Context: an optimization exercise on an open-source flow, tuned for small area. The choices shown serve that exercise and are no tape-out recipe.
RTL that was checked went through simulation tests only; none was proved equivalent to the original.
Only the layout flow was run in run 1; the RTL was not checked for function there.
Power and IR drop assume default switching activity.

==> flow/design.v (outline; a module is shown in full before it is edited, if it fits) <==
// module fa_cell: 6 lines
// module ha_cell: 6 lines
// module bsel: 5 lines
// module bpp_n: 5 lines
// module bpp_p: 5 lines
// module mul16: 748 lines
// module dpg_e: 6 lines
// module dpg_o: 6 lines
// module dcy_e: 5 lines
// module dcy_o: 5 lines
// module dx_e: 5 lines
// module dx_o: 5 lines
// module dsel_e: 5 lines
// module dsum_e: 5 lines
// module dsum_o: 5 lines
// module qfix: 5 lines
// module dabs16: 14 lines
// module dzero: 12 lines
// module dq_e: 5 lines
// module dq_o: 5 lines
// module dsel_e2: 5 lines
// module dsel_o2: 5 lines
// module dneg16: 15 lines
// module dmux: 5 lines
// module dsel_o: 5 lines
// module div16: 556 lines
// module addsub16: 13 lines
// module ALU: 9 lines
// module alu16: 33 lines
module alu16(clk, rst, a, b, ctrl, res, R15);
  // ...
==> flow/flow/run.sh <==
#!/bin/bash
cp standard.sh standard_sh_copy.txt
export BUFFER_PORTS_ARGS="-buffer_cell sky130_fd_sc_hd__buf_1"
bash standard.sh > standard.log 2>&1
==> flow/standard.sh <==
#!/bin/bash
# synth_recipe.tcl (not shown) runs the flow's synth.tcl, then flattens the netlist and writes it again
# the make line also repeats each setting of config.mk as NAME=value (left out here)
make -C /OpenROAD-flow-scripts/flow DESIGN_CONFIG=/design/flow/config.mk WORK_HOME=/design/flow/orfs CLKGATE_MAP_FILE= SYNTH_SCRIPT=/design/flow/synth_recipe.tcl "${@:-finish}"
==> flow/config.mk <==
export PLATFORM = sky130hd
export DESIGN_NAME = alu16
export DESIGN_NICKNAME = alu16
export VERILOG_FILES = /design/flow/design.v
export SDC_FILE = /design/flow/constraint.sdc
export NUM_CORES = 4
export LEC_CHECK = 0
export CAP_MARGIN = 20
export CORE_MARGIN = 2
export CORE_UTILIZATION = 40
export SETUP_SLACK_MARGIN = -1.0
export SLEW_MARGIN = 20
export SYNTH_HIERARCHICAL = 1
export SYNTH_MINIMUM_KEEP_SIZE = 0
==> flow/constraint.sdc <==
create_clock -name core_clock -period 40.0 [get_ports {clk}]
set_input_delay 8.0000 -clock core_clock [delete_from_list [all_inputs] [get_ports {clk}]]
set_output_delay 8.0000 -clock core_clock [all_outputs]
set_load 0.01 [all_outputs]
==> metrics.csv, run 1 <==
stage,metric,value,unit
outcome,status,timing/DRC/antenna clean,
setup_path,critPathLaunchType,primary input,
layout,final-clk-cell-share,0.948,%
layout,mostFrequentLayoutCell,nand2_1,
cts,cts_setup_buffers,0,
die,rows,68,
cts,ctsHoldBuffers,0,
cts,clockBufferDepth,2,
min_path,min_path_type,reg -> reg,
setup_path,crit_arrival,38.98,ns
placed_design,preCtsSetupSlack,-0.418,ns
setup_path,crit_family,compound AO/OA/AOI/OAI gates,
sta,finalMaxSlewViolations,0,
setup_path,slowest_stage,or4_4,
layout,fin_area,0.0157,mm^2
global_route,grt.met1_usage,32.5,%
layout,multi_input_area_share,82.8,%
cts,tritoncts.num_buffers,5,
logic_synthesis,async_flop_share,100,%
global_route,grt_pass1_vias,12500,
global_route,top_usage_layer,met2,
logic_synthesis,synth_warnings,7,
power,p_sw,657,uW
route,drc_errors,0,
logic_synthesis,synthesis.instances,1760,
logic_synthesis,yosysTopAreaCell,fa_1,
setup_path,critPathLaunch,b[9],
layout,nMultiInputCombCells,1613,
cts,clk_latency,0.29,ns
==> run 2, diff against run 1 <==
--- a/flow/design.v
+++ b/flow/design.v
@@ -50,17 +50,18 @@
 	wire one6 = a[12] ^ a[11];
 	wire two6 = (a[13] & ~a[12] & ~a[11]) | (~a[13] & a[12] & a[11]);
 	wire neg6 = a[13];
 	wire one7 = a[14] ^ a[13];
 	wire two7 = (a[15] & ~a[14] & ~a[13]) | (~a[15] & a[14] & a[13]);
 	wire neg7 = a[15];
 	wire ppn0_0, ppn0_0s;
 	bsel us0_0 (.nbj(nb[0]), .nbjm(1'b1), .none(~one0), .ntwo(~two0), .y(ppn0_0s));
-	bpp_p ub0_0 (.s(ppn0_0s), .neg(neg0), .y(ppn0_0));
+	assign ppn0_0 = ppn0_0s;
+	wire nc0 = neg0 & ~ppn0_0s;
 	wire ppn0_1, ppn0_1s;
 	bsel us0_1 (.nbj(nb[1]), .nbjm(nb[0]), .none(~one0), .ntwo(~two0), .y(ppn0_1s));
 	bpp_p ub0_1 (.s(ppn0_1s), .neg(neg0), .y(ppn0_1));
 	wire ppn0_2, ppn0_2s;
 	bsel us0_2 (.nbj(nb[2]), .nbjm(nb[1]), .none(~one0), .ntwo(~two0), .y(ppn0_2s));
 	bpp_p ub0_2 (.s(ppn0_2s), .neg(neg0), .y(ppn0_2));
 	wire ppn0_3, ppn0_3s;
 	bsel us0_3 (.nbj(nb[3]), .nbjm(nb[2]), .none(~one0), .ntwo(~two0), .y(ppn0_3s));
@@ -101,17 +102,18 @@
 	wire ppn0_15, ppn0_15s;
 	bsel us0_15 (.nbj(nb[15]), .nbjm(nb[14]), .none(~one0), .ntwo(~two0), .y(ppn0_15s));
 	bpp_p ub0_15 (.s(ppn0_15s), .neg(neg0), .y(ppn0_15));
 	wire ppn0_16, ppn0_16s;
 	bsel us0_16 (.nbj(nb[15]), .nbjm(nb[15]), .none(~one0), .ntwo(~two0), .y(ppn0_16s));
 	bpp_n ub0_16 (.s(ppn0_16s), .neg(neg0), .y(ppn0_16));
 	wire ppn1_0, ppn1_0s;
 	bsel us1_0 (.nbj(nb[0]), .nbjm(1'b1), .none(~one1), .ntwo(~two1), .y(ppn1_0s));
-	bpp_p ub1_0 (.s(ppn1_0s), .neg(neg1), .y(ppn1_0));
+	assign ppn1_0 = ppn1_0s;
+	wire nc1 = neg1 & ~ppn1_0s;
 	wire ppn1_1, ppn1_1s;
 	bsel us1_1 (.nbj(nb[1]), .nbjm(nb[0]), .none(~one1), .ntwo(~two1), .y(ppn1_1s));
 	bpp_p ub1_1 (.s(ppn1_1s), .neg(neg1), .y(ppn1_1));
 	wire ppn1_2, ppn1_2s;
 	bsel us1_2 (.nbj(nb[2]), .nbjm(nb[1]), .none(~one1), .ntwo(~two1), .y(ppn1_2s));
 	bpp_p ub1_2 (.s(ppn1_2s), .neg(neg1), .y(ppn1_2));
 	wire ppn1_3, ppn1_3s;
 	bsel us1_3 (.nbj(nb[3]), .nbjm(nb[2]), .none(~one1), .ntwo(~two1), .y(ppn1_3s));
@@ -152,17 +154,18 @@
 	wire ppn1_15, ppn1_15s;
 	bsel us1_15 (.nbj(nb[15]), .nbjm(nb[14]), .none(~one1), .ntwo(~two1), .y(ppn1_15s));
 	bpp_p ub1_15 (.s(ppn1_15s), .neg(neg1), .y(ppn1_15));
 	wire ppn1_16, ppn1_16s;
 	bsel us1_16 (.nbj(nb[15]), .nbjm(nb[15]), .none(~one1), .ntwo(~two1), .y(ppn1_16s));
 	bpp_n ub1_16 (.s(ppn1_16s), .neg(neg1), .y(ppn1_16));
 	wire ppn2_0, ppn2_0s;
 	bsel us2_0 (.nbj(nb[0]), .nbjm(1'b1), .none(~one2), .ntwo(~two2), .y(ppn2_0s));
-	bpp_p ub2_0 (.s(ppn2_0s), .neg(neg2), .y(ppn2_0));
+	assign ppn2_0 = ppn2_0s;
+	wire nc2 = neg2 & ~ppn2_0s;
 	wire ppn2_1, ppn2_1s;
 	bsel us2_1 (.nbj(nb[1]), .nbjm(nb[0]), .none(~one2), .ntwo(~two2), .y(ppn2_1s));
 	bpp_p ub2_1 (.s(ppn2_1s), .neg(neg2), .y(ppn2_1));
 	wire ppn2_2, ppn2_2s;
 	bsel us2_2 (.nbj(nb[2]), .nbjm(nb[1]), .none(~one2), .ntwo(~two2), .y(ppn2_2s));
 	bpp_p ub2_2 (.s(ppn2_2s), .neg(neg2), .y(ppn2_2));
 	wire ppn2_3, ppn2_3s;
 	bsel us2_3 (.nbj(nb[3]), .nbjm(nb[2]), .none(~one2), .ntwo(~two2), .y(ppn2_3s));
@@ -203,17 +206,18 @@
 	wire ppn2_15, ppn2_15s;
 	bsel us2_15 (.nbj(nb[15]), .nbjm(nb[14]), .none(~one2), .ntwo(~two2), .y(ppn2_15s));
 	bpp_p ub2_15 (.s(ppn2_15s), .neg(neg2), .y(ppn2_15));
 	wire ppn2_16, ppn2_16s;
 	bsel us2_16 (.nbj(nb[15]), .nbjm(nb[15]), .none(~one2), .ntwo(~two2), .y(ppn2_16s));
 	bpp_n ub2_16 (.s(ppn2_16s), .neg(neg2), .y(ppn2_16));
 	wire ppn3_0, ppn3_0s;
 	bsel us3_0 (.nbj(nb[0]), .nbjm(1'b1), .none(~one3), .ntwo(~two3), .y(ppn3_0s));
-	bpp_p ub3_0 (.s(ppn3_0s), .neg(neg3), .y(ppn3_0));
+	assign ppn3_0 = ppn3_0s;
+	wire nc3 = neg3 & ~ppn3_0s;
 	wire ppn3_1, ppn3_1s;
 	bsel us3_1 (.nbj(nb[1]), .nbjm(nb[0]), .none(~one3), .ntwo(~two3), .y(ppn3_1s));
 	bpp_p ub3_1 (.s(ppn3_1s), .neg(neg3), .y(ppn3_1));
 	wire ppn3_2, ppn3_2s;
 	bsel us3_2 (.nbj(nb[2]), .nbjm(nb[1]), .none(~one3), .ntwo(~two3), .y(ppn3_2s));
 	bpp_p ub3_2 (.s(ppn3_2s), .neg(neg3), .y(ppn3_2));
 	wire ppn3_3, ppn3_3s;
 	bsel us3_3 (.nbj(nb[3]), .nbjm(nb[2]), .none(~one3), .ntwo(~two3), .y(ppn3_3s));
@@ -254,17 +258,18 @@
 	wire ppn3_15, ppn3_15s;
 	bsel us3_15 (.nbj(nb[15]), .nbjm(nb[14]), .none(~one3), .ntwo(~two3), .y(ppn3_15s));
 	bpp_p ub3_15 (.s(ppn3_15s), .neg(neg3), .y(ppn3_15));
 	wire ppn3_16, ppn3_16s;
 	bsel us3_16 (.nbj(nb[15]), .nbjm(nb[15]), .none(~one3), .ntwo(~two3), .y(ppn3_16s));
 	bpp_n ub3_16 (.s(ppn3_16s), .neg(neg3), .y(ppn3_16));
 	wire ppn4_0, ppn4_0s;
 	bsel us4_0 (.nbj(nb[0]), .nbjm(1'b1), .none(~one4), .ntwo(~two4), .y(ppn4_0s));
-	bpp_p ub4_0 (.s(ppn4_0s), .neg(neg4), .y(ppn4_0));
+	assign ppn4_0 = ppn4_0s;
+	wire nc4 = neg4 & ~ppn4_0s;
 	wire ppn4_1, ppn4_1s;
 	bsel us4_1 (.nbj(nb[1]), .nbjm(nb[0]), .none(~one4), .ntwo(~two4), .y(ppn4_1s));
 	bpp_p ub4_1 (.s(ppn4_1s), .neg(neg4), .y(ppn4_1));
 	wire ppn4_2, ppn4_2s;
 	bsel us4_2 (.nbj(nb[2]), .nbjm(nb[1]), .none(~one4), .ntwo(~two4), .y(ppn4_2s));
 	bpp_p ub4_2 (.s(ppn4_2s), .neg(neg4), .y(ppn4_2));
 	wire ppn4_3, ppn4_3s;
 	bsel us4_3 (.nbj(nb[3]), .nbjm(nb[2]), .none(~one4), .ntwo(~two4), .y(ppn4_3s));
@@ -305,17 +310,18 @@
 	wire ppn4_15, ppn4_15s;
 	bsel us4_15 (.nbj(nb[15]), .nbjm(nb[14]), .none(~one4), .ntwo(~two4), .y(ppn4_15s));
 	bpp_p ub4_15 (.s(ppn4_15s), .neg(neg4), .y(ppn4_15));
 	wire ppn4_16, ppn4_16s;
 	bsel us4_16 (.nbj(nb[15]), .nbjm(nb[15]), .none(~one4), .ntwo(~two4), .y(ppn4_16s));
 	bpp_n ub4_16 (.s(ppn4_16s), .neg(neg4), .y(ppn4_16));
 	wire ppn5_0, ppn5_0s;
 	bsel us5_0 (.nbj(nb[0]), .nbjm(1'b1), .none(~one5), .ntwo(~two5), .y(ppn5_0s));
-	bpp_p ub5_0 (.s(ppn5_0s), .neg(neg5), .y(ppn5_0));
+	assign ppn5_0 = ppn5_0s;
+	wire nc5 = neg5 & ~ppn5_0s;
 	wire ppn5_1, ppn5_1s;
 	bsel us5_1 (.nbj(nb[1]), .nbjm(nb[0]), .none(~one5), .ntwo(~two5), .y(ppn5_1s));
 	bpp_p ub5_1 (.s(ppn5_1s), .neg(neg5), .y(ppn5_1));
 	wire ppn5_2, ppn5_2s;
 	bsel us5_2 (.nbj(nb[2]), .nbjm(nb[1]), .none(~one5), .ntwo(~two5), .y(ppn5_2s));
 	bpp_p ub5_2 (.s(ppn5_2s), .neg(neg5), .y(ppn5_2));
 	wire ppn5_3, ppn5_3s;
 	bsel us5_3 (.nbj(nb[3]), .nbjm(nb[2]), .none(~one5), .ntwo(~two5), .y(ppn5_3s));
@@ -356,17 +362,18 @@
 	wire ppn5_15, ppn5_15s;
 	bsel us5_15 (.nbj(nb[15]), .nbjm(nb[14]), .none(~one5), .ntwo(~two5), .y(ppn5_15s));
 	bpp_p ub5_15 (.s(ppn5_15s), .neg(neg5), .y(ppn5_15));
 	wire ppn5_16, ppn5_16s;
 	bsel us5_16 (.nbj(nb[15]), .nbjm(nb[15]), .none(~one5), .ntwo(~two5), .y(ppn5_16s));
 	bpp_n ub5_16 (.s(ppn5_16s), .neg(neg5), .y(ppn5_16));
 	wire ppn6_0, ppn6_0s;
 	bsel us6_0 (.nbj(nb[0]), .nbjm(1'b1), .none(~one6), .ntwo(~two6), .y(ppn6_0s));
-	bpp_p ub6_0 (.s(ppn6_0s), .neg(neg6), .y(ppn6_0));
+	assign ppn6_0 = ppn6_0s;
+	wire nc6 = neg6 & ~ppn6_0s;
 	wire ppn6_1, ppn6_1s;
 	bsel us6_1 (.nbj(nb[1]), .nbjm(nb[0]), .none(~one6), .ntwo(~two6), .y(ppn6_1s));
 	bpp_p ub6_1 (.s(ppn6_1s), .neg(neg6), .y(ppn6_1));
 	wire ppn6_2, ppn6_2s;
 	bsel us6_2 (.nbj(nb[2]), .nbjm(nb[1]), .none(~one6), .ntwo(~two6), .y(ppn6_2s));
 	bpp_p ub6_2 (.s(ppn6_2s), .neg(neg6), .y(ppn6_2));
 	wire ppn6_3, ppn6_3s;
 	bsel us6_3 (.nbj(nb[3]), .nbjm(nb[2]), .none(~one6), .ntwo(~two6), .y(ppn6_3s));
@@ -407,17 +414,18 @@
 	wire ppn6_15, ppn6_15s;
 	bsel us6_15 (.nbj(nb[15]), .nbjm(nb[14]), .none(~one6), .ntwo(~two6), .y(ppn6_15s));
 	bpp_p ub6_15 (.s(ppn6_15s), .neg(neg6), .y(ppn6_15));
 	wire ppn6_16, ppn6_16s;
 	bsel us6_16 (.nbj(nb[15]), .nbjm(nb[15]), .none(~one6), .ntwo(~two6), .y(ppn6_16s));
 	bpp_n ub6_16 (.s(ppn6_16s), .neg(neg6), .y(ppn6_16));
 	wire ppn7_0, ppn7_0s;
 	bsel us7_0 (.nbj(nb[0]), .nbjm(1'b1), .none(~one7), .ntwo(~two7), .y(ppn7_0s));
-	bpp_p ub7_0 (.s(ppn7_0s), .neg(neg7), .y(ppn7_0));
+	assign ppn7_0 = ppn7_0s;
+	wire nc7 = neg7 & ~ppn7_0s;
 	wire ppn7_1, ppn7_1s;
 	bsel us7_1 (.nbj(nb[1]), .nbjm(nb[0]), .none(~one7), .ntwo(~two7), .y(ppn7_1s));
 	bpp_p ub7_1 (.s(ppn7_1s), .neg(neg7), .y(ppn7_1));
 	wire ppn7_2, ppn7_2s;
 	bsel us7_2 (.nbj(nb[2]), .nbjm(nb[1]), .none(~one7), .ntwo(~two7), .y(ppn7_2s));
 	bpp_p ub7_2 (.s(ppn7_2s), .neg(neg7), .y(ppn7_2));
 	wire ppn7_3, ppn7_3s;
 	bsel us7_3 (.nbj(nb[3]), .nbjm(nb[2]), .none(~one7), .ntwo(~two7), .y(ppn7_3s));
@@ -465,318 +473,302 @@
 	wire kc2 = ~ppn7_2;
 	wire kc3 = ~ppn7_5;
 	wire kc4 = ~ppn7_7;
 	wire kc5 = ~ppn7_9;
 	wire kc6 = ~ppn7_11;
 	wire kc7 = ~ppn7_13;
 	wire kc8 = ~ppn7_15;
 	wire s9, c10;
-	ha_cell u10 (.a(ppn0_10), .b(ppn1_8), .s(s9), .co(c10));
+	ha_cell u10 (.a(ppn0_11), .b(ppn1_9), .s(s9), .co(c10));
 	wire s11, c12;
-	ha_cell u12 (.a(ppn0_11), .b(ppn1_9), .s(s11), .co(c12));
+	fa_cell u12 (.a(ppn0_12), .b(ppn1_10), .c(ppn2_8), .s(s11), .co(c12));
 	wire s13, c14;
-	fa_cell u14 (.a(ppn0_12), .b(ppn1_10), .c(ppn2_8), .s(s13), .co(c14));
+	fa_cell u14 (.a(ppn0_13), .b(ppn1_11), .c(ppn2_9), .s(s13), .co(c14));
 	wire s15, c16;
-	ha_cell u16 (.a(ppn3_6), .b(ppn4_4), .s(s15), .co(c16));
+	ha_cell u16 (.a(ppn3_7), .b(ppn4_5), .s(s15), .co(c16));
 	wire s17, c18;
-	fa_cell u18 (.a(ppn0_13), .b(ppn1_11), .c(ppn2_9), .s(s17), .co(c18));
+	fa_cell u18 (.a(ppn0_14), .b(ppn1_12), .c(ppn2_10), .s(s17), .co(c18));
 	wire s19, c20;
-	ha_cell u20 (.a(ppn3_7), .b(ppn4_5), .s(s19), .co(c20));
+	fa_cell u20 (.a(ppn3_8), .b(ppn4_6), .c(ppn5_4), .s(s19), .co(c20));
 	wire s21, c22;
-	fa_cell u22 (.a(ppn0_14), .b(ppn1_12), .c(ppn2_10), .s(s21), .co(c22));
+	fa_cell u22 (.a(ppn0_15), .b(ppn1_13), .c(ppn2_11), .s(s21), .co(c22));
 	wire s23, c24;
-	fa_cell u24 (.a(ppn3_8), .b(ppn4_6), .c(ppn5_4), .s(s23), .co(c24));
+	fa_cell u24 (.a(ppn3_9), .b(ppn4_7), .c(ppn5_5), .s(s23), .co(c24));
 	wire s25, c26;
-	ha_cell u26 (.a(ppn6_2), .b(ppn7_0), .s(s25), .co(c26));
+	ha_cell u26 (.a(ppn6_3), .b(nc7), .s(s25), .co(c26));
 	wire s27, c28;
-	fa_cell u28 (.a(ppn0_15), .b(ppn1_13), .c(ppn2_11), .s(s27), .co(c28));
+	fa_cell u28 (.a(ppn0_16), .b(ppn1_14), .c(ppn2_12), .s(s27), .co(c28));
 	wire s29, c30;
-	fa_cell u30 (.a(ppn3_9), .b(ppn4_7), .c(ppn5_5), .s(s29), .co(c30));
+	fa_cell u30 (.a(ppn3_10), .b(ppn4_8), .c(ppn5_6), .s(s29), .co(c30));
 	wire s31, c32;
-	ha_cell u32 (.a(ppn6_3), .b(ppn7_1), .s(s31), .co(c32));
+	ha_cell u32 (.a(ppn6_4), .b(kc1), .s(s31), .co(c32));
 	wire s33, c34;
-	fa_cell u34 (.a(ppn0_16), .b(ppn1_14), .c(ppn2_12), .s(s33), .co(c34));
+	fa_cell u34 (.a(ppn1_15), .b(ppn2_13), .c(ppn3_11), .s(s33), .co(c34));
 	wire s35, c36;
-	fa_cell u36 (.a(ppn3_10), .b(ppn4_8), .c(ppn5_6), .s(s35), .co(c36));
+	fa_cell u36 (.a(ppn4_9), .b(ppn5_7), .c(ppn6_5), .s(s35), .co(c36));
 	wire s37, c38;
-	ha_cell u38 (.a(ppn6_4), .b(kc1), .s(s37), .co(c38));
+	ha_cell u38 (.a(ppn7_3), .b(kc2), .s(s37), .co(c38));
 	wire s39, c40;
-	fa_cell u40 (.a(ppn1_15), .b(ppn2_13), .c(ppn3_11), .s(s39), .co(c40));
+	fa_cell u40 (.a(ppn1_16), .b(ppn2_14), .c(ppn3_12), .s(s39), .co(c40));
 	wire s41, c42;
-	fa_cell u42 (.a(ppn4_9), .b(ppn5_7), .c(ppn6_5), .s(s41), .co(c42));
+	fa_cell u42 (.a(ppn4_10), .b(ppn5_8), .c(ppn6_6), .s(s41), .co(c42));
 	wire s43, c44;
-	ha_cell u44 (.a(ppn7_3), .b(kc2), .s(s43), .co(c44));
+	ha_cell u44 (.a(ppn7_4), .b(ppn7_2), .s(s43), .co(c44));
 	wire s45, c46;
-	fa_cell u46 (.a(ppn1_16), .b(ppn2_14), .c(ppn3_12), .s(s45), .co(c46));
+	fa_cell u46 (.a(ppn2_15), .b(ppn3_13), .c(ppn4_11), .s(s45), .co(c46));
 	wire s47, c48;
-	fa_cell u48 (.a(ppn4_10), .b(ppn5_8), .c(ppn6_6), .s(s47), .co(c48));
+	ha_cell u48 (.a(ppn5_9), .b(ppn6_7), .s(s47), .co(c48));
 	wire s49, c50;
-	ha_cell u50 (.a(ppn7_4), .b(ppn7_2), .s(s49), .co(c50));
+	fa_cell u50 (.a(ppn2_16), .b(ppn3_14), .c(ppn4_12), .s(s49), .co(c50));
 	wire s51, c52;
-	fa_cell u52 (.a(ppn2_15), .b(ppn3_13), .c(ppn4_11), .s(s51), .co(c52));
+	ha_cell u52 (.a(ppn5_10), .b(ppn6_8), .s(s51), .co(c52));
 	wire s53, c54;
-	ha_cell u54 (.a(ppn5_9), .b(ppn6_7), .s(s53), .co(c54));
+	ha_cell u54 (.a(ppn3_15), .b(ppn4_13), .s(s53), .co(c54));
 	wire s55, c56;
-	fa_cell u56 (.a(ppn2_16), .b(ppn3_14), .c(ppn4_12), .s(s55), .co(c56));
+	ha_cell u56 (.a(ppn3_16), .b(ppn4_14), .s(s55), .co(c56));
 	wire s57, c58;
-	ha_cell u58 (.a(ppn5_10), .b(ppn6_8), .s(s57), .co(c58));
+	ha_cell u58 (.a(ppn0_7), .b(ppn1_5), .s(s57), .co(c58));
 	wire s59, c60;
-	ha_cell u60 (.a(ppn3_15), .b(ppn4_13), .s(s59), .co(c60));
+	fa_cell u60 (.a(ppn0_8), .b(ppn1_6), .c(ppn2_4), .s(s59), .co(c60));
 	wire s61, c62;
-	ha_cell u62 (.a(ppn3_16), .b(ppn4_14), .s(s61), .co(c62));
+	fa_cell u62 (.a(ppn0_9), .b(ppn1_7), .c(ppn2_5), .s(s61), .co(c62));
 	wire s63, c64;
-	ha_cell u64 (.a(ppn0_6), .b(ppn1_4), .s(s63), .co(c64));
+	ha_cell u64 (.a(ppn3_3), .b(nc4), .s(s63), .co(c64));
 	wire s65, c66;
-	ha_cell u66 (.a(ppn0_7), .b(ppn1_5), .s(s65), .co(c66));
+	fa_cell u66 (.a(ppn0_10), .b(ppn1_8), .c(ppn2_6), .s(s65), .co(c66));
 	wire s67, c68;
-	fa_cell u68 (.a(ppn0_8), .b(ppn1_6), .c(ppn2_4), .s(s67), .co(c68));
+	fa_cell u68 (.a(ppn3_4), .b(ppn4_2), .c(ppn5_0), .s(s67), .co(c68));
 	wire s69, c70;
-	ha_cell u70 (.a(ppn3_2), .b(ppn4_0), .s(s69), .co(c70));
+	fa_cell u70 (.a(ppn2_7), .b(ppn3_5), .c(ppn4_3), .s(s69), .co(c70));
 	wire s71, c72;
-	fa_cell u72 (.a(ppn0_9), .b(ppn1_7), .c(ppn2_5), .s(s71), .co(c72));
+	fa_cell u72 (.a(nc5), .b(ppn5_1), .c(s9), .s(s71), .co(c72));
 	wire s73, c74;
-	ha_cell u74 (.a(ppn3_3), .b(ppn4_1), .s(s73), .co(c74));
+	fa_cell u74 (.a(ppn3_6), .b(ppn4_4), .c(ppn5_2), .s(s73), .co(c74));
 	wire s75, c76;
-	fa_cell u76 (.a(ppn2_6), .b(ppn3_4), .c(ppn4_2), .s(s75), .co(c76));
+	fa_cell u76 (.a(ppn6_0), .b(s11), .c(c10), .s(s75), .co(c76));
 	wire s77, c78;
-	fa_cell u78 (.a(ppn5_0), .b(neg5), .c(s9), .s(s77), .co(c78));
+	fa_cell u78 (.a(ppn5_3), .b(nc6), .c(ppn6_1), .s(s77), .co(c78));
 	wire s79, c80;
-	fa_cell u80 (.a(ppn2_7), .b(ppn3_5), .c(ppn4_3), .s(s79), .co(c80));
+	fa_cell u80 (.a(s13), .b(s15), .c(c12), .s(s79), .co(c80));
 	wire s81, c82;
-	fa_cell u82 (.a(ppn5_1), .b(s11), .c(c10), .s(s81), .co(c82));
+	fa_cell u82 (.a(ppn6_2), .b(ppn7_0), .c(s17), .s(s81), .co(c82));
 	wire s83, c84;
-	fa_cell u84 (.a(ppn5_2), .b(ppn6_0), .c(neg6), .s(s83), .co(c84));
+	fa_cell u84 (.a(s19), .b(c14), .c(c16), .s(s83), .co(c84));
 	wire s85, c86;
-	fa_cell u86 (.a(s13), .b(s15), .c(c12), .s(s85), .co(c86));
+	fa_cell u86 (.a(ppn7_1), .b(s21), .c(s23), .s(s85), .co(c86));
 	wire s87, c88;
-	fa_cell u88 (.a(ppn5_3), .b(ppn6_1), .c(s17), .s(s87), .co(c88));
+	fa_cell u88 (.a(s25), .b(c18), .c(c20), .s(s87), .co(c88));
 	wire s89, c90;
-	fa_cell u90 (.a(s19), .b(c14), .c(c16), .s(s89), .co(c90));
+	fa_cell u90 (.a(s27), .b(s29), .c(s31), .s(s89), .co(c90));
 	wire s91, c92;
-	fa_cell u92 (.a(neg7), .b(s21), .c(s23), .s(s91), .co(c92));
+	fa_cell u92 (.a(c22), .b(c24), .c(c26), .s(s91), .co(c92));
 	wire s93, c94;
-	fa_cell u94 (.a(s25), .b(c18), .c(c20), .s(s93), .co(c94));
+	fa_cell u94 (.a(s33), .b(s35), .c(s37), .s(s93), .co(c94));
 	wire s95, c96;
-	fa_cell u96 (.a(s27), .b(s29), .c(s31), .s(s95), .co(c96));
+	fa_cell u96 (.a(c28), .b(c30), .c(c32), .s(s95), .co(c96));
 	wire s97, c98;
-	fa_cell u98 (.a(c22), .b(c24), .c(c26), .s(s97), .co(c98));
+	fa_cell u98 (.a(s39), .b(s41), .c(s43), .s(s97), .co(c98));
 	wire s99, c100;
-	fa_cell u100 (.a(s33), .b(s35), .c(s37), .s(s99), .co(c100));
+	fa_cell u100 (.a(c34), .b(c36), .c(c38), .s(s99), .co(c100));
 	wire s101, c102;
-	fa_cell u102 (.a(c28), .b(c30), .c(c32), .s(s101), .co(c102));
+	fa_cell u102 (.a(kc3), .b(s45), .c(s47), .s(s101), .co(c102));
 	wire s103, c104;
-	fa_cell u104 (.a(s39), .b(s41), .c(s43), .s(s103), .co(c104));
+	fa_cell u104 (.a(c40), .b(c42), .c(c44), .s(s103), .co(c104));
 	wire s105, c106;
-	fa_cell u106 (.a(c34), .b(c36), .c(c38), .s(s105), .co(c106));
+	fa_cell u106 (.a(ppn7_6), .b(ppn7_5), .c(s49), .s(s105), .co(c106));
 	wire s107, c108;
-	fa_cell u108 (.a(s45), .b(s47), .c(s49), .s(s107), .co(c108));
+	fa_cell u108 (.a(s51), .b(c46), .c(c48), .s(s107), .co(c108));
 	wire s109, c110;
-	fa_cell u110 (.a(c40), .b(c42), .c(c44), .s(s109), .co(c110));
+	fa_cell u110 (.a(ppn5_11), .b(ppn6_9), .c(kc4), .s(s109), .co(c110));
 	wire s111, c112;
-	fa_cell u112 (.a(kc3), .b(s51), .c(s53), .s(s111), .co(c112));
+	fa_cell u112 (.a(s53), .b(c50), .c(c52), .s(s111), .co(c112));
 	wire s113, c114;
-	fa_cell u114 (.a(c46), .b(c48), .c(c50), .s(s113), .co(c114));
+	fa_cell u114 (.a(ppn5_12), .b(ppn6_10), .c(ppn7_8), .s(s113), .co(c114));
 	wire s115, c116;
-	fa_cell u116 (.a(ppn7_6), .b(ppn7_5), .c(s55), .s(s115), .co(c116));
+	fa_cell u116 (.a(ppn7_7), .b(s55), .c(c54), .s(s115), .co(c116));
 	wire s117, c118;
-	fa_cell u118 (.a(s57), .b(c52), .c(c54), .s(s117), .co(c118));
+	fa_cell u118 (.a(ppn4_15), .b(ppn5_13), .c(ppn6_11), .s(s117), .co(c118));
 	wire s119, c120;
-	fa_cell u120 (.a(ppn5_11), .b(ppn6_9), .c(kc4), .s(s119), .co(c120));
+	ha_cell u120 (.a(kc5), .b(c56), .s(s119), .co(c120));
 	wire s121, c122;
-	fa_cell u122 (.a(s59), .b(c56), .c(c58), .s(s121), .co(c122));
+	fa_cell u122 (.a(ppn4_16), .b(ppn5_14), .c(ppn6_12), .s(s121), .co(c122));
 	wire s123, c124;
-	fa_cell u124 (.a(ppn5_12), .b(ppn6_10), .c(ppn7_8), .s(s123), .co(c124));
+	ha_cell u124 (.a(ppn7_10), .b(ppn7_9), .s(s123), .co(c124));
 	wire s125, c126;
-	fa_cell u126 (.a(ppn7_7), .b(s61), .c(c60), .s(s125), .co(c126));
+	ha_cell u126 (.a(ppn5_15), .b(ppn6_13), .s(s125), .co(c126));
 	wire s127, c128;
-	fa_cell u128 (.a(ppn4_15), .b(ppn5_13), .c(ppn6_11), .s(s127), .co(c128));
+	ha_cell u128 (.a(ppn5_16), .b(ppn6_14), .s(s127), .co(c128));
 	wire s129, c130;
-	ha_cell u130 (.a(kc5), .b(c62), .s(s129), .co(c130));
+	ha_cell u130 (.a(ppn0_5), .b(ppn1_3), .s(s129), .co(c130));
 	wire s131, c132;
-	fa_cell u132 (.a(ppn4_16), .b(ppn5_14), .c(ppn6_12), .s(s131), .co(c132));
+	fa_cell u132 (.a(ppn0_6), .b(ppn1_4), .c(ppn2_2), .s(s131), .co(c132));
 	wire s133, c134;
-	ha_cell u134 (.a(ppn7_10), .b(ppn7_9), .s(s133), .co(c134));
+	fa_cell u134 (.a(ppn2_3), .b(nc3), .c(ppn3_1), .s(s133), .co(c134));
 	wire s135, c136;
-	ha_cell u136 (.a(ppn5_15), .b(ppn6_13), .s(s135), .co(c136));
+	fa_cell u136 (.a(ppn3_2), .b(ppn4_0), .c(s59), .s(s135), .co(c136));
 	wire s137, c138;
-	ha_cell u138 (.a(ppn5_16), .b(ppn6_14), .s(s137), .co(c138));
+	fa_cell u138 (.a(ppn4_1), .b(s61), .c(s63), .s(s137), .co(c138));
 	wire s139, c140;
-	ha_cell u140 (.a(ppn0_4), .b(ppn1_2), .s(s139), .co(c140));
+	fa_cell u140 (.a(s65), .b(s67), .c(c62), .s(s139), .co(c140));
 	wire s141, c142;
-	ha_cell u142 (.a(ppn0_5), .b(ppn1_3), .s(s141), .co(c142));
+	fa_cell u142 (.a(s69), .b(s71), .c(c66), .s(s141), .co(c142));
 	wire s143, c144;
-	fa_cell u144 (.a(ppn2_2), .b(ppn3_0), .c(neg3), .s(s143), .co(c144));
+	fa_cell u144 (.a(s73), .b(s75), .c(c70), .s(s143), .co(c144));
 	wire s145, c146;
-	fa_cell u146 (.a(ppn2_3), .b(ppn3_1), .c(s65), .s(s145), .co(c146));
+	fa_cell u146 (.a(s77), .b(s79), .c(c74), .s(s145), .co(c146));
 	wire s147, c148;
-	fa_cell u148 (.a(neg4), .b(s67), .c(s69), .s(s147), .co(c148));
+	fa_cell u148 (.a(s81), .b(s83), .c(c78), .s(s147), .co(c148));
 	wire s149, c150;
-	fa_cell u150 (.a(s71), .b(s73), .c(c68), .s(s149), .co(c150));
+	fa_cell u150 (.a(s85), .b(s87), .c(c82), .s(s149), .co(c150));
 	wire s151, c152;
-	fa_cell u152 (.a(s75), .b(s77), .c(c72), .s(s151), .co(c152));
+	fa_cell u152 (.a(s89), .b(s91), .c(c86), .s(s151), .co(c152));
 	wire s153, c154;
-	fa_cell u154 (.a(s79), .b(s81), .c(c76), .s(s153), .co(c154));
+	fa_cell u154 (.a(s93), .b(s95), .c(c90), .s(s153), .co(c154));
 	wire s155, c156;
-	fa_cell u156 (.a(s83), .b(s85), .c(c80), .s(s155), .co(c156));
+	fa_cell u156 (.a(s97), .b(s99), .c(c94), .s(s155), .co(c156));
 	wire s157, c158;
-	fa_cell u158 (.a(s87), .b(s89), .c(c84), .s(s157), .co(c158));
+	fa_cell u158 (.a(s101), .b(s103), .c(c98), .s(s157), .co(c158));
 	wire s159, c160;
-	fa_cell u160 (.a(s91), .b(s93), .c(c88), .s(s159), .co(c160));
+	fa_cell u160 (.a(s105), .b(s107), .c(c102), .s(s159), .co(c160));
 	wire s161, c162;
-	fa_cell u162 (.a(s95), .b(s97), .c(c92), .s(s161), .co(c162));
+	fa_cell u162 (.a(s109), .b(s111), .c(c106), .s(s161), .co(c162));
 	wire s163, c164;
-	fa_cell u164 (.a(s99), .b(s101), .c(c96), .s(s163), .co(c164));
+	fa_cell u164 (.a(s113), .b(s115), .c(c110), .s(s163), .co(c164));
 	wire s165, c166;
-	fa_cell u166 (.a(s103), .b(s105), .c(c100), .s(s165), .co(c166));
+	fa_cell u166 (.a(s117), .b(s119), .c(c114), .s(s165), .co(c166));
 	wire s167, c168;
-	fa_cell u168 (.a(s107), .b(s109), .c(c104), .s(s167), .co(c168));
+	fa_cell u168 (.a(s121), .b(s123), .c(c118), .s(s167), .co(c168));
 	wire s169, c170;
-	fa_cell u170 (.a(s111), .b(s113), .c(c108), .s(s169), .co(c170));
+	fa_cell u170 (.a(kc6), .b(s125), .c(c122), .s(s169), .co(c170));
 	wire s171, c172;
-	fa_cell u172 (.a(s115), .b(s117), .c(c112), .s(s171), .co(c172));
+	fa_cell u172 (.a(ppn7_12), .b(ppn7_11), .c(s127), .s(s171), .co(c172));
 	wire s173, c174;
-	fa_cell u174 (.a(s119), .b(s121), .c(c116), .s(s173), .co(c174));
+	ha_cell u174 (.a(ppn6_15), .b(kc7), .s(s173), .co(c174));
 	wire s175, c176;
-	fa_cell u176 (.a(s123), .b(s125), .c(c120), .s(s175), .co(c176));
+	ha_cell u176 (.a(ppn6_16), .b(ppn7_14), .s(s175), .co(c176));
 	wire s177, c178;
-	fa_cell u178 (.a(s127), .b(s129), .c(c124), .s(s177), .co(c178));
+	ha_cell u178 (.a(ppn0_3), .b(nc1), .s(s177), .co(c178));
 	wire s179, c180;
-	fa_cell u180 (.a(s131), .b(s133), .c(c128), .s(s179), .co(c180));
+	fa_cell u180 (.a(ppn0_4), .b(ppn1_2), .c(ppn2_0), .s(s179), .co(c180));
 	wire s181, c182;
-	fa_cell u182 (.a(kc6), .b(s135), .c(c132), .s(s181), .co(c182));
+	fa_cell u182 (.a(nc2), .b(ppn2_1), .c(s129), .s(s181), .co(c182));
 	wire s183, c184;
-	fa_cell u184 (.a(ppn7_12), .b(ppn7_11), .c(s137), .s(s183), .co(c184));
+	fa_cell u184 (.a(ppn3_0), .b(s131), .c(c130), .s(s183), .co(c184));
 	wire s185, c186;
-	ha_cell u186 (.a(ppn6_15), .b(kc7), .s(s185), .co(c186));
+	fa_cell u186 (.a(s57), .b(s133), .c(c132), .s(s185), .co(c186));
 	wire s187, c188;
-	ha_cell u188 (.a(ppn6_16), .b(ppn7_14), .s(s187), .co(c188));
+	fa_cell u188 (.a(c58), .b(s135), .c(c134), .s(s187), .co(c188));
 	wire s189, c190;
-	ha_cell u190 (.a(ppn0_2), .b(ppn1_0), .s(s189), .co(c190));
+	fa_cell u190 (.a(c60), .b(s137), .c(c136), .s(s189), .co(c190));
 	wire s191, c192;
-	ha_cell u192 (.a(ppn0_3), .b(ppn1_1), .s(s191), .co(c192));
+	fa_cell u192 (.a(c64), .b(s139), .c(c138), .s(s191), .co(c192));
 	wire s193, c194;
-	fa_cell u194 (.a(ppn2_0), .b(neg2), .c(s139), .s(s193), .co(c194));
+	fa_cell u194 (.a(c68), .b(s141), .c(c140), .s(s193), .co(c194));
 	wire s195, c196;
-	fa_cell u196 (.a(ppn2_1), .b(s141), .c(c140), .s(s195), .co(c196));
+	fa_cell u196 (.a(c72), .b(s143), .c(c142), .s(s195), .co(c196));
 	wire s197, c198;
-	fa_cell u198 (.a(s63), .b(s143), .c(c142), .s(s197), .co(c198));
+	fa_cell u198 (.a(c76), .b(s145), .c(c144), .s(s197), .co(c198));
 	wire s199, c200;
-	fa_cell u200 (.a(c64), .b(s145), .c(c144), .s(s199), .co(c200));
+	fa_cell u200 (.a(c80), .b(s147), .c(c146), .s(s199), .co(c200));
 	wire s201, c202;
-	fa_cell u202 (.a(c66), .b(s147), .c(c146), .s(s201), .co(c202));
+	fa_cell u202 (.a(c84), .b(s149), .c(c148), .s(s201), .co(c202));
 	wire s203, c204;
-	fa_cell u204 (.a(c70), .b(s149), .c(c148), .s(s203), .co(c204));
+	fa_cell u204 (.a(c88), .b(s151), .c(c150), .s(s203), .co(c204));
 	wire s205, c206;
-	fa_cell u206 (.a(c74), .b(s151), .c(c150), .s(s205), .co(c206));
+	fa_cell u206 (.a(c92), .b(s153), .c(c152), .s(s205), .co(c206));
 	wire s207, c208;
-	fa_cell u208 (.a(c78), .b(s153), .c(c152), .s(s207), .co(c208));
+	fa_cell u208 (.a(c96), .b(s155), .c(c154), .s(s207), .co(c208));
 	wire s209, c210;
-	fa_cell u210 (.a(c82), .b(s155), .c(c154), .s(s209), .co(c210));
+	fa_cell u210 (.a(c100), .b(s157), .c(c156), .s(s209), .co(c210));
 	wire s211, c212;
-	fa_cell u212 (.a(c86), .b(s157), .c(c156), .s(s211), .co(c212));
+	fa_cell u212 (.a(c104), .b(s159), .c(c158), .s(s211), .co(c212));
 	wire s213, c214;
-	fa_cell u214 (.a(c90), .b(s159), .c(c158), .s(s213), .co(c214));
+	fa_cell u214 (.a(c108), .b(s161), .c(c160), .s(s213), .co(c214));
 	wire s215, c216;
-	fa_cell u216 (.a(c94), .b(s161), .c(c160), .s(s215), .co(c216));
+	fa_cell u216 (.a(c112), .b(s163), .c(c162), .s(s215), .co(c216));
 	wire s217, c218;
-	fa_cell u218 (.a(c98), .b(s163), .c(c162), .s(s217), .co(c218));
+	fa_cell u218 (.a(c116), .b(s165), .c(c164), .s(s217), .co(c218));
 	wire s219, c220;
-	fa_cell u220 (.a(c102), .b(s165), .c(c164), .s(s219), .co(c220));
+	fa_cell u220 (.a(c120), .b(s167), .c(c166), .s(s219), .co(c220));
 	wire s221, c222;
-	fa_cell u222 (.a(c106), .b(s167), .c(c166), .s(s221), .co(c222));
+	fa_cell u222 (.a(c124), .b(s169), .c(c168), .s(s221), .co(c222));
 	wire s223, c224;
-	fa_cell u224 (.a(c110), .b(s169), .c(c168), .s(s223), .co(c224));
+	fa_cell u224 (.a(c126), .b(s171), .c(c170), .s(s223), .co(c224));
 	wire s225, c226;
-	fa_cell u226 (.a(c114), .b(s171), .c(c170), .s(s225), .co(c226));
+	fa_cell u226 (.a(c128), .b(s173), .c(c172), .s(s225), .co(c226));
 	wire s227, c228;
-	fa_cell u228 (.a(c118), .b(s173), .c(c172), .s(s227), .co(c228));
+	fa_cell u228 (.a(ppn7_13), .b(s175), .c(c174), .s(s227), .co(c228));
 	wire s229, c230;
-	fa_cell u230 (.a(c122), .b(s175), .c(c174), .s(s229), .co(c230));
+	ha_cell u230 (.a(kc8), .b(c176), .s(s229), .co(c230));
 	wire s231, c232;
-	fa_cell u232 (.a(c126), .b(s177), .c(c176), .s(s231), .co(c232));
+	ha_cell u232 (.a(ppn7_16), .b(ppn7_15), .s(s231), .co(c232));
 	wire s233, c234;
-	fa_cell u234 (.a(c130), .b(s179), .c(c178), .s(s233), .co(c234));
+	ha_cell u234 (.a(nc0), .b(ppn0_1), .s(s233), .co(c234));
 	wire s235, c236;
-	fa_cell u236 (.a(c134), .b(s181), .c(c180), .s(s235), .co(c236));
+	fa_cell u236 (.a(ppn0_2), .b(ppn1_0), .c(c234), .s(s235), .co(c236));
 	wire s237, c238;
-	fa_cell u238 (.a(c136), .b(s183), .c(c182), .s(s237), .co(c238));
+	fa_cell u238 (.a(ppn1_1), .b(s177), .c(c236), .s(s237), .co(c238));
 	wire s239, c240;
-	fa_cell u240 (.a(c138), .b(s185), .c(c184), .s(s239), .co(c240));
+	fa_cell u240 (.a(s179), .b(c178), .c(c238), .s(s239), .co(c240));
 	wire s241, c242;
-	fa_cell u242 (.a(ppn7_13), .b(s187), .c(c186), .s(s241), .co(c242));
+	fa_cell u242 (.a(s181), .b(c180), .c(c240), .s(s241), .co(c242));
 	wire s243, c244;
-	ha_cell u244 (.a(kc8), .b(c188), .s(s243), .co(c244));
+	fa_cell u244 (.a(s183), .b(c182), .c(c242), .s(s243), .co(c244));
 	wire s245, c246;
-	ha_cell u246 (.a(ppn7_16), .b(ppn7_15), .s(s245), .co(c246));
+	fa_cell u246 (.a(s185), .b(c184), .c(c244), .s(s245), .co(c246));
 	wire s247, c248;
-	ha_cell u248 (.a(ppn0_0), .b(neg0), .s(s247), .co(c248));
+	fa_cell u248 (.a(s187), .b(c186), .c(c246), .s(s247), .co(c248));
 	wire s249, c250;
-	ha_cell u250 (.a(ppn0_1), .b(c248), .s(s249), .co(c250));
+	fa_cell u250 (.a(s189), .b(c188), .c(c248), .s(s249), .co(c250));
 	wire s251, c252;
-	fa_cell u252 (.a(neg1), .b(s189), .c(c250), .s(s251), .co(c252));
+	fa_cell u252 (.a(s191), .b(c190), .c(c250), .s(s251), .co(c252));
 	wire s253, c254;
-	fa_cell u254 (.a(s191), .b(c190), .c(c252), .s(s253), .co(c254));
+	fa_cell u254 (.a(s193), .b(c192), .c(c252), .s(s253), .co(c254));
 	wire s255, c256;
-	fa_cell u256 (.a(s193), .b(c192), .c(c254), .s(s255), .co(c256));
+	fa_cell u256 (.a(s195), .b(c194), .c(c254), .s(s255), .co(c256));
 	wire s257, c258;
-	fa_cell u258 (.a(s195), .b(c194), .c(c256), .s(s257), .co(c258));
+	fa_cell u258 (.a(s197), .b(c196), .c(c256), .s(s257), .co(c258));
 	wire s259, c260;
-	fa_cell u260 (.a(s197), .b(c196), .c(c258), .s(s259), .co(c260));
+	fa_cell u260 (.a(s199), .b(c198), .c(c258), .s(s259), .co(c260));
 	wire s261, c262;
-	fa_cell u262 (.a(s199), .b(c198), .c(c260), .s(s261), .co(c262));
+	fa_cell u262 (.a(s201), .b(c200), .c(c260), .s(s261), .co(c262));
 	wire s263, c264;
-	fa_cell u264 (.a(s201), .b(c200), .c(c262), .s(s263), .co(c264));
+	fa_cell u264 (.a(s203), .b(c202), .c(c262), .s(s263), .co(c264));
 	wire s265, c266;
-	fa_cell u266 (.a(s203), .b(c202), .c(c264), .s(s265), .co(c266));
+	fa_cell u266 (.a(s205), .b(c204), .c(c264), .s(s265), .co(c266));
 	wire s267, c268;
-	fa_cell u268 (.a(s205), .b(c204), .c(c266), .s(s267), .co(c268));
+	fa_cell u268 (.a(s207), .b(c206), .c(c266), .s(s267), .co(c268));
 	wire s269, c270;
-	fa_cell u270 (.a(s207), .b(c206), .c(c268), .s(s269), .co(c270));
+	fa_cell u270 (.a(s209), .b(c208), .c(c268), .s(s269), .co(c270));
 	wire s271, c272;
-	fa_cell u272 (.a(s209), .b(c208), .c(c270), .s(s271), .co(c272));
+	fa_cell u272 (.a(s211), .b(c210), .c(c270), .s(s271), .co(c272));
 	wire s273, c274;
-	fa_cell u274 (.a(s211), .b(c210), .c(c272), .s(s273), .co(c274));
+	fa_cell u274 (.a(s213), .b(c212), .c(c272), .s(s273), .co(c274));
 	wire s275, c276;
-	fa_cell u276 (.a(s213), .b(c212), .c(c274), .s(s275), .co(c276));
+	fa_cell u276 (.a(s215), .b(c214), .c(c274), .s(s275), .co(c276));
 	wire s277, c278;
-	fa_cell u278 (.a(s215), .b(c214), .c(c276), .s(s277), .co(c278));
+	fa_cell u278 (.a(s217), .b(c216), .c(c276), .s(s277), .co(c278));
 	wire s279, c280;
-	fa_cell u280 (.a(s217), .b(c216), .c(c278), .s(s279), .co(c280));
+	fa_cell u280 (.a(s219), .b(c218), .c(c278), .s(s279), .co(c280));
 	wire s281, c282;
-	fa_cell u282 (.a(s219), .b(c218), .c(c280), .s(s281), .co(c282));
+	fa_cell u282 (.a(s221), .b(c220), .c(c280), .s(s281), .co(c282));
 	wire s283, c284;
-	fa_cell u284 (.a(s221), .b(c220), .c(c282), .s(s283), .co(c284));
+	fa_cell u284 (.a(s223), .b(c222), .c(c282), .s(s283), .co(c284));
 	wire s285, c286;
-	fa_cell u286 (.a(s223), .b(c222), .c(c284), .s(s285), .co(c286));
+	fa_cell u286 (.a(s225), .b(c224), .c(c284), .s(s285), .co(c286));
 	wire s287, c288;
-	fa_cell u288 (.a(s225), .b(c224), .c(c286), .s(s287), .co(c288));
+	fa_cell u288 (.a(s227), .b(c226), .c(c286), .s(s287), .co(c288));
 	wire s289, c290;
-	fa_cell u290 (.a(s227), .b(c226), .c(c288), .s(s289), .co(c290));
+	fa_cell u290 (.a(s229), .b(c228), .c(c288), .s(s289), .co(c290));
 	wire s291, c292;
-	fa_cell u292 (.a(s229), .b(c228), .c(c290), .s(s291), .co(c292));
+	fa_cell u292 (.a(s231), .b(c230), .c(c290), .s(s291), .co(c292));
 	wire s293, c294;
-	fa_cell u294 (.a(s231), .b(c230), .c(c292), .s(s293), .co(c294));
-	wire s295, c296;
-	fa_cell u296 (.a(s233), .b(c232), .c(c294), .s(s295), .co(c296));
-	wire s297, c298;
-	fa_cell u298 (.a(s235), .b(c234), .c(c296), .s(s297), .co(c298));
-	wire s299, c300;
-	fa_cell u300 (.a(s237), .b(c236), .c(c298), .s(s299), .co(c300));
-	wire s301, c302;
-	fa_cell u302 (.a(s239), .b(c238), .c(c300), .s(s301), .co(c302));
-	wire s303, c304;
-	fa_cell u304 (.a(s241), .b(c240), .c(c302), .s(s303), .co(c304));
-	wire s305, c306;
-	fa_cell u306 (.a(s243), .b(c242), .c(c304), .s(s305), .co(c306));
-	wire s307, c308;
-	fa_cell u308 (.a(s245), .b(c244), .c(c306), .s(s307), .co(c308));
-	wire s309, c310;
-	ha_cell u310 (.a(c246), .b(c308), .s(s309), .co(c310));
-	assign prod = {~s309, s307, s305, s303, s301, s299, s297, s295, s293, s291, s289, s287, s285, s283, s281, s279, s277, s275, s273, s271, s269, s267, s265, s263, s261, s259, s257, s255, s253, s251, s249, s247};
+	ha_cell u294 (.a(c232), .b(c292), .s(s293), .co(c294));
+	assign prod = {~s293, s291, s289, s287, s285, s283, s281, s279, s277, s275, s273, s271, s269, s267, s265, s263, s261, s259, s257, s255, s253, s251, s249, s247, s245, s243, s241, s239, s237, s235, s233, ppn0_0};
 endmodule
 module dpg_e (pn, d, p, g);
 	input pn, d;
 	output p, g;
 	assign p = ~(pn & d);
 	assign g = ~(pn | d);
 endmodule
 module dpg_o (p, nd, pn, gn);
==> flow/config.mk (replaced) <==
export PLATFORM = sky130hd
export DESIGN_NAME = alu16
export DESIGN_NICKNAME = alu16
export VERILOG_FILES = /design/flow/design.v
export SDC_FILE = /design/flow/constraint.sdc
export NUM_CORES = 4
export LEC_CHECK = 0
export CAP_MARGIN = 20
export CORE_MARGIN = 2
export CORE_UTILIZATION = 40
export GPL_TIMING_DRIVEN = 0
export SETUP_SLACK_MARGIN = -1.0
export SLEW_MARGIN = 20
export SYNTH_HIERARCHICAL = 1
export SYNTH_MINIMUM_KEEP_SIZE = 0
==> run 2 against run 1 <==
  * Highest routed layer is now met4
  * Combinational power up 13%
  * Register-to-register slack better by 0.03 ns
  * Die area down 0.79%
  * Critical path type unchanged
==> metrics.csv, run 2 <==
stage,metric,value,unit,change
sta,relSlewSlack,33.9,%,
power,irDropWorstVdd,0.000175,V,
cts,cts_tree,done,,
die,start_util,40.4,%,
min_path,min_path_type,reg -> reg,,
logic_synthesis,synth_area_leaders,"fa_1, xor2_1, xnor2_1, o22ai_1, nand2_1",,
layout,syn2layout_area_growth,17.7,%,
outcome,status,timing/DRC/antenna clean,,
die,pin_count,70,,
global_route,grt_max_degree,30,,
setup_path,cp-end-kind,flop,,
layout,layout-drive-gt1-share,17.0,%,
sta,hold_viol_final,0,,
logic_synthesis,synth.most_common_cell,nand2_1,,
logic_synthesis,synth_edf_count,0,,
placed_design,io_buffers,69,,
logic_synthesis,ys_seq_area_share,5.77,%,
power,power,1.34,mW,
setup_path,endpoint,R15[15],,
logic_synthesis,synthesis.instances,1752,,-0.45%
setup_path,crit_path_max_fanout,17,,
cts,tritoncts.num_buffers,5,,unchanged
route,vias_per_cell,5.53,,
sta,fin_crit,38.90,ns,
flow_run,maxCapViolCount,0,,
logic_synthesis,yosys-top-cells-count,"nand2_1, xor2_1, xnor2_1",,
layout,num_antenna_cells,0,,
setup_path,critPathLaunchType,primary input,,
sta,finalMaxSlewViolations,0,,unchanged
layout,layout_common_cells,"nand2_1, xor2_1, xnor2_1",,
setup_path,cpPeakStageDelay,0.55,ns,
route,drtIter0Drc,841,,
logic_synthesis,synth_warnings,7,,unchanged
setup_path,ff2ff_setup_slack,39.14,ns,
cts,clk_latency,0.29,ns,about the same
setup_path,slowest_stage,or4_4,,
die,die_w,190,um,
setup_path,reg2reg_from,res[15],,
sta,tns,0,ns,
route,via_count,13000,,
layout,n_fill_cell,3398,,
die,rows,68,,unchanged
die,design.die.area,0.0362,mm^2,
sta,period_share,97.3,%,
setup_path,reg2regPathDepth,2,,
sta,report.final.setup_viol,0,,
logic_synthesis,yosysTopAreaCell,fa_1,,
logic_synthesis,synth-seq-cells,32,,
global_route,antenna_found_initial,0,,
setup_path,path_common_cell,a21oi_2,,
die,core_area,0.0344,mm^2,
setup_path,crit_arrival,39.06,ns,+0.08 ns
route,wl,42.0,mm,
die,die_h,190,um,
power,power.leakage,6.07,nW,
route,drc_errors,0,,unchanged
sta,max_clock_freq,25.7,MHz,
global_route,grt_overflow,0,,
global_route,grt_pass1_wl,68.3,mm,
cts,ctsHoldBuffers,0,,unchanged
sta,worstMarginPinSlew,0.991,ns,
setup_path,critPathRequiredTime,40.16,ns,
layout,reg_top3,"R15 x16, res x16",,
route,wl_per_cell,17.9,um,
route,firstDrtPassIters,5,,
logic_synthesis,synth_cell_types,61,,
placed_design,hpwlAfterDp,32.0,mm,
placed_design,gp_routability_congestion,0.884,,
layout,nNetsFinal,2092,,
logic_synthesis,synth.avg_cell_area,7.92,um^2,
power,p_per_area,82.0,mW/mm^2,
route,drtAntennaViolNets,0,,
logic_synthesis,async_flop_share,100,%,unchanged
cts,clk_pin_slew,0.05,ns,
layout,mostFrequentLayoutCell,nand2_1,,
sta,skew,0,ns,
setup_path,critPathLaunch,b[15],,
cts,cts_sinks,32,,
cts,clockBufferDepth,2,,unchanged
setup_path,timing.rr.end,res[15],,
logic_synthesis,synth_top_area_share,19.5,%,
global_route,track_usage,23.5,%,
logic_synthesis,yosys_most_used_dff,dfrtp_1,,
cts,h-tree-depth,2,,
logic_synthesis,syn_area,0.0139,mm^2,
setup_path,critical_path_class,in -> reg,,
global_route,grt_pass1_vias,12800,,+2.6%
cts,cts_root_buffer,clkbuf_16,,
[run 2: report_power, final]
part           total, mW  internal [mW]  switching (mW)
logic               1.23          0.608           0.625
clock network     0.0483         0.0328          0.0155
registers         0.0571         0.0465          0.0106
total               1.34          0.687           0.651
[run 2: worst min path at each step]
stage	startpoint	endpoint	depth (start not counted)
after CTS	R15[10]	R15[10]	2
final	R15[10]	R15[10]	2
after detailed placement	R15[10]	R15[10]	2
after floorplan	R15[0]	R15[0]	2
after global placement	R15[8]	R15[8]	2
after global routing	R15[7]	R15[7]	2
[run 2: cells by family (layout without fill, tap and decap cells)]
logic type	count (synthesis)	in the layout	synth area share, %
and+or+nand+nor	539	539	17.0
other	4	13	0.108
DFF	32	32	5.77
xor gates and xnor gates	466	466	29.4
muxes	16	16	1.15
AOI/OAI and AO/OA	396	397	18.9
adders and majority gates	175	175	22.8
buffers and inverters	124	258	4.82
[run 2: area by class of cell]
cell class                 count  area (um^2)  area share (%)
buffer                        66          453            2.77
multi-input combinational   1606        13100            80.4
clock inverter                 1         30.0           0.184
timing repair buffer         126          971            5.95
sequential                    32          801            4.91
clock buffer                   7          153           0.935
inverter                      58          218            1.33
tap                          455          569            3.49
[run 2: repair_timing]
action                                  in CTS  in global routing
cloned                                       1                  0
endpoints found under the setup margin      32                 32
gates resized for setup                     53                 52
buffers inserted                            12                 17
pin swaps                                   10                  9
[run 2: through the flow]
step	instances	hold slack (ns)	setup WS [ns]	utilization (%)	cell area (um^2)
final	2351	0.482	1.10	47.5	16300
after global routing	2351	0.514	-1.13	47.5	16300
after CTS	2334	0.490	-0.950	46.4	15900
after detailed placement	2313	0.478	-6.34	44.9	15400
after global placement	2285	0.471	-7.74	42.9	14800
after floorplan	1761	0.510	-0.894	-	13900
[run 2: layer usage]
metal / up-vias / share of wire [%] / track usage [%] / wire length, um
li1: 6211 / - / - / -
met1: 6302 / 43 / 32.0 / 18200
met2: 415 / 49 / 40.0 / 20500
met3: 72 / 5.2 / 1.73 / 2190
met4: 0 / 2.5 / 7.10 / 1060
met5: - / 0 / 0 / 0
[run 2: modules after synthesis, one instance, submodules excluded, excerpt]
module    times used  cells  cell area [um^2]
mul16              1     94               576
dzero              1     63               363
dq_e               7      1              10.0
ha_cell           24      1              12.5
div16              1    110               643
dsel_e2           56      3              21.3
bpp_p            120      1              8.76
addsub16           1     18               171
dmux              16      1              10.0
qfix              15      2              17.5
dneg16             1     38               290
dabs16             1     40               285
dcy_o             56      1              5.00
[run 2: critical path, delay by kind of cell]
| kind | cells | cell delay, ns |
|---|---|---|
| AND/OR/NAND/NOR | 24 | 3.70 |
| buffers and inverters | 7 | 1.33 |
| multiplexers | 13 | 3.88 |
| XOR/XNOR | 4 | 0.65 |
| AO/OA/AOI/OAI | 122 | 21.41 |
==> run 3, diff against run 2 <==
--- a/flow/config.mk
+++ b/flow/config.mk
@@ -9,4 +9,3 @@
 export CORE_MARGIN = 2
-export CORE_UTILIZATION = 40
-export GPL_TIMING_DRIVEN = 0
+export CORE_UTILIZATION = 30
 export SETUP_SLACK_MARGIN = -1.0
==> run 3 against run 2 <==
  * Still clean
  * Hold slack about the same
  * Largest cell class unchanged
  * Worst setup slack better by 0.052 ns
  * Sequential power up 1%
  * Maximum frequency up 0.13%
==> metrics.csv, run 3 <==
stage,metric,value,unit,change
min_path,min_path_type,reg -> reg,,
setup_path,critPathLaunchType,primary input,,
cts,h-tree-depth,2,,unchanged
power,p_sw,660,uW,+1.3%
logic_synthesis,async_flop_share,100,%,unchanged
route,drtAntennaViolNets,0,,unchanged
cts,clockBufferDepth,2,,unchanged
die,pin_count,70,,unchanged
logic_synthesis,syn_area,0.0139,mm^2,unchanged
route,drtIter0Drc,1318,,+57%
logic_synthesis,synth-seq-cells,32,,unchanged
placed_design,gp_routability_congestion,0.886,,+0.24%
cts,clk_pin_slew,0.06,ns,about the same
sta,relSlewSlack,25.9,%,-8.0 points
sta,report.final.setup_viol,0,,unchanged
sta,fin_crit,38.85,ns,-0.0524 ns
die,core_area,0.0455,mm^2,+32%
setup_path,cpPeakStageDelay,0.59,ns,+0.04 ns
route,wl,45.5,mm,+8.3%
placed_design,hpwlAfterDp,34.5,mm,+8.0%
setup_path,critPathRequiredTime,40.21,ns,+0.05 ns
layout,syn2layout_area_growth,14.6,%,
power,irDropWorstVdd,0.0000902,V,-49%
route,via_count,13100,,+1.0%
route,wl_per_cell,18.4,um,+2.9%
logic_synthesis,synth_area_leaders,"fa_1, xor2_1, xnor2_1, o22ai_1, nand2_1",,
die,start_util,30.5,%,-9.9 points
logic_synthesis,synthesis.instances,1752,,unchanged
power,power_switching_share,55.6,%,+7.0 points
sta,skew,0,ns,unchanged
logic_synthesis,synth_cell_types,61,,unchanged
global_route,grt_pass1_wl,71.0,mm,+4.0%
setup_path,crit_arrival,39.06,ns,about the same
layout,reg_top3,"R15 x16, res x16",,
power,combPwrFrac,91.8,%,-0.3 points
global_route,track_usage,18.7,%,-4.8 points
power,power.leakage,5.85,nW,-3.6%
setup_path,crit_path_max_fanout,14,,-3
placed_design,io_buffers,69,,unchanged
cts,cts_sinks,32,,unchanged
setup_path,slowest_stage,or4_4,,
layout,num_antenna_cells,0,,unchanged
logic_synthesis,ys_seq_area_share,5.77,%,unchanged
global_route,antenna_found_initial,2,,+2
outcome,status,timing/DRC/antenna clean,,
cts,cts_root_buffer,clkbuf_16,,
sta,hold_viol_final,0,,unchanged
layout,layout_common_cells,"nand2_1, xor2_1, xnor2_1",,
route,firstDrtPassIters,5,,unchanged
logic_synthesis,synth_top_area_share,19.5,%,unchanged
power,p_per_area,74.6,mW/mm^2,-9.0%
sta,period_share,97.1,%,-0.13 points
logic_synthesis,synth.avg_cell_area,7.92,um^2,unchanged
die,rows,78,,+15%
sta,finalMaxSlewViolations,0,,unchanged
route,vias_per_cell,5.31,,-4.0%
setup_path,critical_path_class,in -> reg,,
power,p_clk_share,3.4,%,-0.2 points
layout,mostFrequentLayoutCell,nand2_1,,
die,die_h,219,um,+15%
logic_synthesis,yosys-top-cells-count,"nand2_1, xor2_1, xnor2_1",,
sta,worstMarginPinSlew,1.11,ns,+0.115 ns
cts,cts_tree,done,,
sta,max_clock_freq,25.7,MHz,+0.13%
setup_path,cp-end-kind,flop,,
cts,clk_latency,0.29,ns,about the same
route,drc_errors,0,,unchanged
logic_synthesis,yosys_most_used_dff,dfrtp_1,,
die,design.die.area,0.0480,mm^2,+33%
logic_synthesis,synth_edf_count,0,,unchanged
logic_synthesis,yosysTopAreaCell,fa_1,,
flow_run,maxCapViolCount,0,,unchanged
die,die_w,219,um,+15%
logic_synthesis,synth.most_common_cell,nand2_1,,
power,p_seq_share,4.9,%,+0.6 points
cts,tritoncts.num_buffers,5,,unchanged
layout,layout-drive-gt1-share,15.0,%,-1.9 points
global_route,grt_pass1_vias,12700,,-0.28%
global_route,grt_max_degree,63,,+110%
global_route,grt_overflow,0,,unchanged
power,p_int,526,uW,-23%
setup_path,path_common_cell,a21oi_2,,
sta,hold_slack,0.481,ns,-0.000185 ns
logic_synthesis,synth_warnings,7,,unchanged
layout,fin_util,35.0,%,-13 points
layout,nNetsFinal,2070,,-1.1%
## run 3: cell counts after synthesis
No cell type changed its count.
## run 3: cell families (layout without fill, tap and decap cells)
kind of cell	Yosys count	count (layout)	synth area share (%)
and+or+nand+nor	539	539	17.0
xor gates and xnor gates	466	466	29.4
AOI/OAI and AO/OA	396	396	18.9
adders and majority gates	175	175	22.8
buffers and inverters	124	237	4.82
DFF	32	32	5.77
muxes	16	16	1.15
other	4	13	0.108
## run 3: metal layers
| metal | track usage (%) | vias to the layer above | routed length (um) |
|---|---|---|---|
| li1 | - | 6161 | - |
| met1 | 26.0 | 6482 | 20300 |
| met2 | 31.6 | 422 | 21700 |
| met3 | 1.19 | 63 | 2510 |
| met4 | 4.82 | 4 | 876 |
| met5 | 0 | - | 27 |
## run 3: worst paths after layout
path                       slack, ns  startpoint      end  cells after the start
setup reg to reg               39.09      res[2]   res[2]                      2
hold / removal                  0.48      R15[1]   R15[1]                      2
max in group asynchronous      31.60         rst  res[12]                      1
setup / recovery                1.15        a[0]  R15[15]                    167
min in group asynchronous       7.83         rst  R15[11]                      1
hold reg to reg                 0.48      R15[1]   R15[1]                      2
## run 3: power groups by stage
stage / Clock [mW] / Combinational, mW / Sequential (mW)
floorplan: 0 / 0.883 / 0.0599
global route: 0.0417 / 1.19 / 0.0594
CTS: 0.0409 / 1.05 / 0.0584
detailed placement: 0 / 1.04 / 0.0590
global placement: 0 / 1.02 / 0.0585
finish: 0.0399 / 1.09 / 0.0579
## run 3: area by class of cell
type,instances,area [um^2]
fill,4824,29600
multi-input combinational,1605,12900
timing repair buffer,171,1080
sequential,32,801
tap,600,751
inverter,58,218
clock buffer,5,125
clock inverter,3,23.8
## run 3: worst max-delay path: cells and delay by family
family	cells	cell delay [ns]
simple gates	23	3.65
compound gates	123	21.82
xor+xnor	3	0.56
mux	14	4.27
buf+inv	4	0.71
## run 3: Yosys stat by module, one instance, submodules excluded, a selection
module	cell area (um^2)	flops+latches	cells	times used
dq_e	10.0	0	1	7
addsub16	171	0	18	1
dcy_o	5.00	0	1	56
fa_cell	20.0	0	1	135
dsel_e2	21.3	0	3	56
dzero	363	0	63	1
dpg_o	7.51	0	2	64
qfix	17.5	0	2	15
dabs16	285	0	40	1
## run 3: stage by stage
step / instances / area (um^2) / setup TNS, ns / power (mW) / worst slack, ns
after floorplan: 1761 / 13900 / -6.71 / 0.943 / -0.894
after global placement: 2444 / 15200 / 0 / 1.08 / 0.502
after detailed placement: 2444 / 15200 / -8.70 / 1.10 / -0.839
after CTS: 2452 / 15400 / -5.19 / 1.15 / -0.597
after global routing: 2474 / 15900 / -19.01 / 1.29 / -1.30
final: 2474 / 15900 / 0 / 1.19 / 1.15
## run 3: timing repair
action / 4_1_cts / 5_1_grt
hold buffers: 0 / 0
endpoints found under the setup margin: 0 / 32
gates resized for setup: 0 / 72
setup buffers: 0 / 23

-- separate check: timing with driven ports --
The flow's constraints put no driver on any port. The routed layouts listed below were extracted and timed again, unchanged, in two steps.
Step 1 (the two cells are an assumption about what drives the block):
set clk [get_ports {clk}]
set_driving_cell -lib_cell sky130_fd_sc_hd__clkbuf_16 $clk
set_driving_cell -lib_cell sky130_fd_sc_hd__buf_2 [delete_from_list [all_inputs] $clk]
Step 2 adds t to the input delays and takes it off the output delays; t is the mean of the earliest and latest rising clock arrival at the registers after step 1. Input paths then give back, and output paths get back, about the clock's delay inside the block.
Three values: ideal, step 1, step 2; two values: the first two.
run | t (ns) | setup slack, ns | worst setup path after step 2 | latest minus earliest clock arrival (ns) | worst data-port slew with drivers (ns)
run 1 | 0.332 | 1.175 / 1.185 / 0.853 | input to register | 0.007 / 0.007 | 0.12
run 2 | 0.334 | 1.096 / 1.119 / 0.785 | input to register | 0.007 / 0.006 | 0.05
run 3 | 0.338 | 1.148 / 1.120 / 0.783 | input to register | 0.005 / 0.005 | 0.10
After both steps every run listed still meets setup and hold. For run 3, which loses most, drivers alone change the setup slack by -0.028 ns; drivers and shift together by -0.365 ns.
